Background: an optimization exercise with open tools, aiming at small area, a short achievable clock period and few clock cycles. Do not read the settings as production practice.
RTL that was checked went through simulation tests only; none was proved equivalent to the original.
Power is estimated from default activity; no workload was simulated.

## cpu
module cpu (
  output [15:0] imem_addr,
  input  [15:0] imem_rdata,
  output [15:0] dmem_addr,
  input  [15:0] dmem_rdata,
  output [15:0] dmem_wdata,
  output        dmem_write,
  input         start,
  input         stop,
  input         CLK,
  input         RSTN
  );
For scale: roughly 1300 cells after synthesis, ~230 flip-flops, about 15000 µm² of cells after synthesis.
export LEC_CHECK = 0
export CAP_MARGIN = 20
export CORE_MARGIN = 2
export CORE_UTILIZATION = 40
export CTS_BUF_LIST = sky130_fd_sc_hd__clkbuf_4 sky130_fd_sc_hd__clkbuf_8
export PLACE_DENSITY = 0.6
export SETUP_SLACK_MARGIN = 5
export SLEW_MARGIN = 20
export TNS_END_PERCENT = 0
create_clock -name core_clock -period 8.0 [get_ports {CLK}]
standard.sh (not shown) runs the stock make flow with config.mk's settings and CLKGATE_MAP_FILE= SYNTH_SCRIPT=/design/flow/synth_recipe.tcl, a recipe that flattens the netlist after the stock synthesis.
==> flow/flow/run.sh <==
#!/bin/bash
# The standard layout (standard.sh), except that the port buffers are
# plain buf_1 cells rather than the delay buffers buffer_ports picks itself.
set -euo pipefail
export BUFFER_PORTS_ARGS="-buffer_cell sky130_fd_sc_hd__buf_1"
bash standard.sh > standard.log 2>&1
Testbench counts at the start, summed over its fixed seeds: cycles 33,795.
Rerun with:
--- a/flow/design.v
+++ b/flow/design.v
@@ -10,14 +10,17 @@
   input         CLK,
   input         RSTN
   );
   reg  [15:0] pc;         
   reg         run;        
   reg  [15:0] ir;         
   reg         rv;         
+  reg  [15:0] tgt;        
+  reg         ir_pred;    
+  reg         use_tgt;    
   reg  [15:0] ra, rb;     
   reg         e_st;       
   reg         e_wen;      
   reg         e_mlt;      
   reg         e_ml2;      
   reg  [15:0] mq;         
   reg         e_ld, e_sgt;
@@ -272,61 +275,73 @@
   wire [15:0] ra_d = ({16{e_mlt}} & m1_s) | ({16{e_ml2}} & m2_s) |
                      ({16{sa_f}} & res) | ({16{sa_r}} & rf_s);
   wire [15:0] rb_d = ({16{e_mlt}} & m1_c) | ({16{e_ml2}} & m2_c) |
                      ({16{sb_f}} & res) | ({16{sb_r}} & rf_t) | ({16{sb_i}} & imm);
   wire hazard = (d_bnz | d_bz) & e_wen & e_ld & (e_dst == fs);
   wire issue  = rv & run & ~busy & ~hazard;
   wire fetch  = ~rv | issue;
-  wire tk1 = issue & (d_b | d_bz);
-  wire tk0 = issue & (d_b | d_bnz);
-  wire [8:0]  lo_t   = {1'b0, pc[7:0]} + {1'b0, ir[7:0]};
-  wire [8:0]  lo_i   = {1'b0, pc[7:0]} + 9'd1;
-  wire [7:0]  hi_inc = pc[15:8] + 8'd1;
-  wire [7:0]  hi_dec = pc[15:8] - 8'd1;
-  wire [15:0] pc_inc = {lo_i[8] ? hi_inc : pc[15:8], lo_i[7:0]};
-  wire [15:0] target = {(lo_t[8] & ~ir[7]) ? hi_inc :
-                        (~lo_t[8] & ir[7]) ? hi_dec : pc[15:8], lo_t[7:0]};
-  wire [15:0] pc_n  = fetch ? pc_inc : pc;
-  wire [15:0] pc_z1 = tk1 ? target : pc_n;
-  wire [15:0] pc_z0 = tk0 ? target : pc_n;
-  wire        rv_z1 = ~tk1 & (rv | fetch);
-  wire        rv_z0 = ~tk0 & (rv | fetch);
+  wire tk1 = d_b | d_bz;
+  wire tk0 = d_b | d_bnz;
+  wire rd1 = issue & (ir_pred ? ~tk1 : tk1);
+  wire rd0 = issue & (ir_pred ? ~tk0 : tk0);
+  wire [15:0] fa     = use_tgt ? tgt : pc;
+  wire [15:0] iw     = imem_rdata;
+  wire        i_pred = (iw[15:14] == 2'b10) & ((iw[13:8] == 6'b000000) |
+                       (iw[7] & ((iw[13:11] == 3'b001) | (iw[13:11] == 3'b010))));
+  wire [8:0]  lo_i   = {1'b0, fa[7:0]} + 9'd1;
+  wire [8:0]  lo_t   = {1'b0, fa[7:0]} + {1'b0, iw[7:0]} + 9'd1;
+  wire [7:0]  hi_inc = fa[15:8] + 8'd1;
+  wire [7:0]  hi_dec = fa[15:8] - 8'd1;
+  wire [15:0] fa_inc = {lo_i[8] ? hi_inc : fa[15:8], lo_i[7:0]};
+  wire [15:0] i_tgt  = {(lo_t[8] & ~iw[7]) ? hi_inc :
+                        (~lo_t[8] & iw[7]) ? hi_dec : fa[15:8], lo_t[7:0]};
+  wire [15:0] raddr = ir_pred ? pc : tgt;
+  wire [15:0] pc_n  = fetch ? fa_inc : pc;
+  wire [15:0] pc_z1 = rd1 ? raddr : pc_n;
+  wire [15:0] pc_z0 = rd0 ? raddr : pc_n;
+  wire        rv_z1 = ~rd1 & (rv | fetch);
+  wire        rv_z0 = ~rd0 & (rv | fetch);
   wire [15:0] pc_r  = zf[fs] ? pc_z1 : pc_z0;
   wire        rv_r  = zf[fs] ? rv_z1 : rv_z0;
   wire [15:0] pc_d  = ~fwd_s ? pc_r : z_ex ? pc_z1 : pc_z0;
   wire        rv_d  = ~fwd_s ? rv_r : z_ex ? rv_z1 : rv_z0;
   always @(posedge CLK or negedge RSTN) begin
     if (!RSTN) begin
       pc    <= 16'h0000;
       run   <= 1'b0;
       rv    <= 1'b0;
+      use_tgt <= 1'b0;
       e_st  <= 1'b0;
       e_wen <= 1'b0;
       e_mlt <= 1'b0;
       e_ml2 <= 1'b0;
       zf    <= 8'hff;
     end else begin
       if (start)
         run <= 1'b1;
       else if (stop)
         run <= 1'b0;
       pc <= pc_d;
       rv <= rv_d;
+      use_tgt <= rv_d & (fetch ? i_pred : ir_pred);
       e_st  <= issue & d_st;
       e_wen <= (issue & (d_ld | d_add | d_sgt | d_li)) | e_ml2;
       e_mlt <= issue & d_mlt;
       e_ml2 <= e_mlt;
       if (e_wen) begin
         zf[e_dst]   <= e_ld ? (dmem_rdata == 16'h0000) : z_ex;
       end
     end
   end
   always @(posedge CLK) begin
-    if (fetch)
-      ir <= imem_rdata;
+    if (fetch) begin
+      ir      <= iw;
+      ir_pred <= i_pred;
+      tgt     <= i_tgt;
+    end
     ra <= ra_d;
     rb <= rb_d;
     mq <= {ra[7:0], rb[15:8]};
     if (busy) begin
       e_ld  <= 1'b0;
       e_sgt <= 1'b0;
       e_add <= 1'b1;
@@ -342,12 +357,12 @@
     for (i = 0; i < 8; i = i + 1) begin : g_rf
       always @(posedge CLK) begin
         if (e_wen && e_dst == i)
           rf[16*i +: 16] <= res;
       end
     end
   endgenerate
-  assign imem_addr  = pc;
+  assign imem_addr  = fa;
   assign dmem_addr  = ra;
   assign dmem_wdata = rb;
   assign dmem_write = e_st;
 endmodule
Outcome:
- utilization is higher by 0.85 points
- non-clock buffer count is higher by 33
- design area goes up by a little under a tenth
- global-route usage is higher by 0.58 points
- synthesized cell count rises by roughly a tenth
- area after synthesis climbs by a little under a tenth
- critical path depth came out higher by 1
- count of clock-buffer cells in the layout rises by 6
- die area is higher by a little under a tenth
- wire length climbs by roughly a tenth
- flip-flop and latch count grows by 18
- power went up by well over a third
No functional check of the RTL was part of the second run of this note.

* * *

Setup of xenon:
cpu, a different RTL version from the one above (not shown whole).
==> flow/config.mk <==
export PLATFORM = sky130hd
export DESIGN_NAME = cpu
export DESIGN_NICKNAME = cpu
export VERILOG_FILES = /design/flow/design.v
export SDC_FILE = /design/flow/constraint.sdc
export NUM_CORES = 4
export LEC_CHECK = 0
export CAP_MARGIN = 20
export CORE_MARGIN = 2
export CORE_UTILIZATION = 40
export CTS_BUF_LIST = sky130_fd_sc_hd__clkbuf_4 sky130_fd_sc_hd__clkbuf_8
export PLACE_DENSITY = 0.6
export SETUP_SLACK_MARGIN = 5
export SLEW_MARGIN = 20
export TNS_END_PERCENT = 0
==> flow/constraint.sdc <==
create_clock -name core_clock -period 8.0 [get_ports {CLK}]
set_input_delay 1.6000 -clock core_clock [delete_from_list [all_inputs] [get_ports {CLK}]]
set_output_delay 1.6000 -clock core_clock [all_outputs]
set_load 0.01 [all_outputs]
==> flow/flow/run.sh <==
#!/bin/bash
# The standard layout (standard.sh) with two changes:
#  - the port buffers are plain buf_1 cells rather than the delay buffers
#    buffer_ports picks itself;
#  - synthesis leaves adders to ABC instead of first extracting full and
#    half adder cells (ADDER_MAP_FILE empty), which maps the multiplier trees
#    and adders both smaller and faster. Registers are untouched by this.
set -euo pipefail
export BUFFER_PORTS_ARGS="-buffer_cell sky130_fd_sc_hd__buf_1"
bash standard.sh ADDER_MAP_FILE= finish > standard.log 2>&1
Testbench counts of xenon, summed over its fixed seeds: cycles 32,251.
Edits applied to the flow inputs when going from xenon to amber:
--- a/flow/design.v
+++ b/flow/design.v
@@ -47,23 +47,24 @@
     cl = ~ra & rb;
     for (q = 1; q < 16; q = q * 2)
       for (r = 15; r >= 0; r = r - 1)
         if ((r % (2 * q)) == (2 * q - 1)) begin
           cg[r] = cg[r] | (~cl[r] & cg[r - q]);
           cl[r] = cl[r] | (~cg[r] & cl[r - q]);
         end
   end
   wire gt = cg[15];
   wire [15:0] res = ({16{e_ld}} & dmem_rdata) | {16{e_sgt & gt}} | ({16{e_add}} & sum);
   wire z_add = ((ra ^ rb) == {ra[14:0] | rb[14:0], 1'b0});
-  wire z_ex  = e_sgt ? ~gt : z_add;
+  wire z_ld  = (dmem_rdata == 16'h0000);
+  wire z_ex  = e_ld ? z_ld : e_sgt ? ~gt : z_add;
   wire [15:0] mul_s, mul_c;
   wire s1 = (rb[0] & ra[13]) ^ (rb[1] & ra[12]);
   wire c2 = (rb[0] & ra[13]) & (rb[1] & ra[12]);
   wire s3 = (rb[0] & ra[14]) ^ (rb[1] & ra[13]) ^ (rb[2] & ra[12]);
   wire c4 = ((rb[0] & ra[14]) & (rb[1] & ra[13])) | ((rb[0] & ra[14]) & (rb[2] & ra[12])) | ((rb[1] & ra[13]) & (rb[2] & ra[12]));
   wire s5 = (rb[3] & ra[11]) ^ (rb[4] & ra[10]);
   wire c6 = (rb[3] & ra[11]) & (rb[4] & ra[10]);
   wire s7 = (rb[0] & ra[15]) ^ (rb[1] & ra[14]) ^ (rb[2] & ra[13]);
   wire c8 = ((rb[0] & ra[15]) & (rb[1] & ra[14])) | ((rb[0] & ra[15]) & (rb[2] & ra[13])) | ((rb[1] & ra[14]) & (rb[2] & ra[13]));
   wire s9 = (rb[3] & ra[12]) ^ (rb[4] & ra[11]) ^ (rb[5] & ra[10]);
   wire c10 = ((rb[3] & ra[12]) & (rb[4] & ra[11])) | ((rb[3] & ra[12]) & (rb[5] & ra[10])) | ((rb[4] & ra[11]) & (rb[5] & ra[10]));
@@ -275,24 +276,23 @@
   wire fwd_t = e_wen & (e_dst == ft);
   wire busy = e_mlt;
   wire sa_f = ~busy & ~d_li & fwd_s;
   wire sa_r = ~busy & ~d_li & ~fwd_s & ~zf[fs];
   wire sb_i = ~busy & d_li;
   wire sb_f = ~busy & ~d_li & fwd_t;
   wire sb_r = ~busy & ~d_li & ~fwd_t & ~zf[ft];
   wire [15:0] ra_d = ({16{e_mlt}} & mul_s) |
                      ({16{sa_f}} & res) | ({16{sa_r}} & rf_s);
   wire [15:0] rb_d = ({16{e_mlt}} & mul_c) |
                      ({16{sb_f}} & res) | ({16{sb_r}} & rf_t) | ({16{sb_i}} & imm);
-  wire hazard = (d_bnz | d_bz) & e_wen & e_ld & (e_dst == fs);
-  wire issue  = rv & run & ~busy & ~hazard;
+  wire issue  = rv & run & ~busy;
   wire fetch  = ~rv | issue;
   wire tk1 = issue & (d_b | d_bz);
   wire tk0 = issue & (d_b | d_bnz);
   wire [8:0]  lo_t   = {1'b0, pc[7:0]} + {1'b0, ir[7:0]};
   wire [8:0]  lo_i   = {1'b0, pc[7:0]} + 9'd1;
   wire [7:0]  hi_inc = pc[15:8] + 8'd1;
   wire [7:0]  hi_dec = pc[15:8] - 8'd1;
   wire [15:0] pc_inc = {lo_i[8] ? hi_inc : pc[15:8], lo_i[7:0]};
   wire [15:0] target = {(lo_t[8] & ~ir[7]) ? hi_inc :
                         (~lo_t[8] & ir[7]) ? hi_dec : pc[15:8], lo_t[7:0]};
   wire [15:0] pc_n  = fetch ? pc_inc : pc;
@@ -316,23 +316,23 @@
     end else begin
       if (start)
         run <= 1'b1;
       else if (stop)
         run <= 1'b0;
       pc <= pc_d;
       rv <= rv_d;
       e_st  <= issue & d_st;
       e_wen <= (issue & (d_ld | d_add | d_sgt | d_li)) | e_mlt;
       e_mlt <= issue & d_mlt;
       if (e_wen) begin
-        zf[e_dst]   <= e_ld ? (dmem_rdata == 16'h0000) : z_ex;
+        zf[e_dst] <= z_ex;
       end
     end
   end
   always @(posedge CLK) begin
     if (fetch)
       ir <= imem_rdata;
     ra <= ra_d;
     rb <= rb_d;
     if (busy) begin
       e_ld  <= 1'b0;
       e_sgt <= 1'b0;
### Flow results
In the metrics for xenon and amber, the one carrying the lower total of fill cells in the finished design is xenon. Against xenon as the reference, amber delivers a lower static leakage power. Of xenon and amber, the run reporting the lower count of clock-net buffers in the final layout was amber. Sort xenon and amber by clock share of power asc -> top: xenon. amber against xenon: global-route wire length before repair shows a reduction of 4.1%, tightest hold margin lost 0.062 ns. amber can be clocked slower than xenon. Where peak ir drop on the vdd network is concerned, xenon is outperformed by amber.
Testbench counts of amber, summed over its fixed seeds: cycles 31,856.

## afterwards: timing with drivers on the ports
The results above use ideal ports. As a check the final layouts listed here were re-extracted and re-timed, cells and wires unchanged. Step 1, drivers: a clkbuf_16 drives CLK and a buf_2 each remaining input, both assumed. Step 2, shift: input delay + t, output delay - t, t = (earliest + latest rising clock arrival at the registers) / 2. This alone moves slack from input paths to output paths. Three values: no drivers, after step 1, after step 2; two values: the first two.
run | t, ns | slack for setup (ns) | hold slack, ns
the first run of note 1 | 0.611 | 4.696 / 4.696 / 4.205 | 0.413 / 0.413 / 0.413
the second run of note 1 | 0.612 | 4.476 / 4.484 / 3.872 | 0.438 / 0.438 / 0.438
xenon | 0.583 | 4.884 / 4.837 / 4.772 | 0.570 / 0.570 / 0.570
amber | 0.575 | 4.732 / 4.741 / 4.166 | 0.507 / 0.507 / 0.507
After both steps every run listed still meets setup and hold. The setup slack of the second run of note 1, which loses most, moves by +0.008 ns with the drivers and by -0.604 ns with both steps.
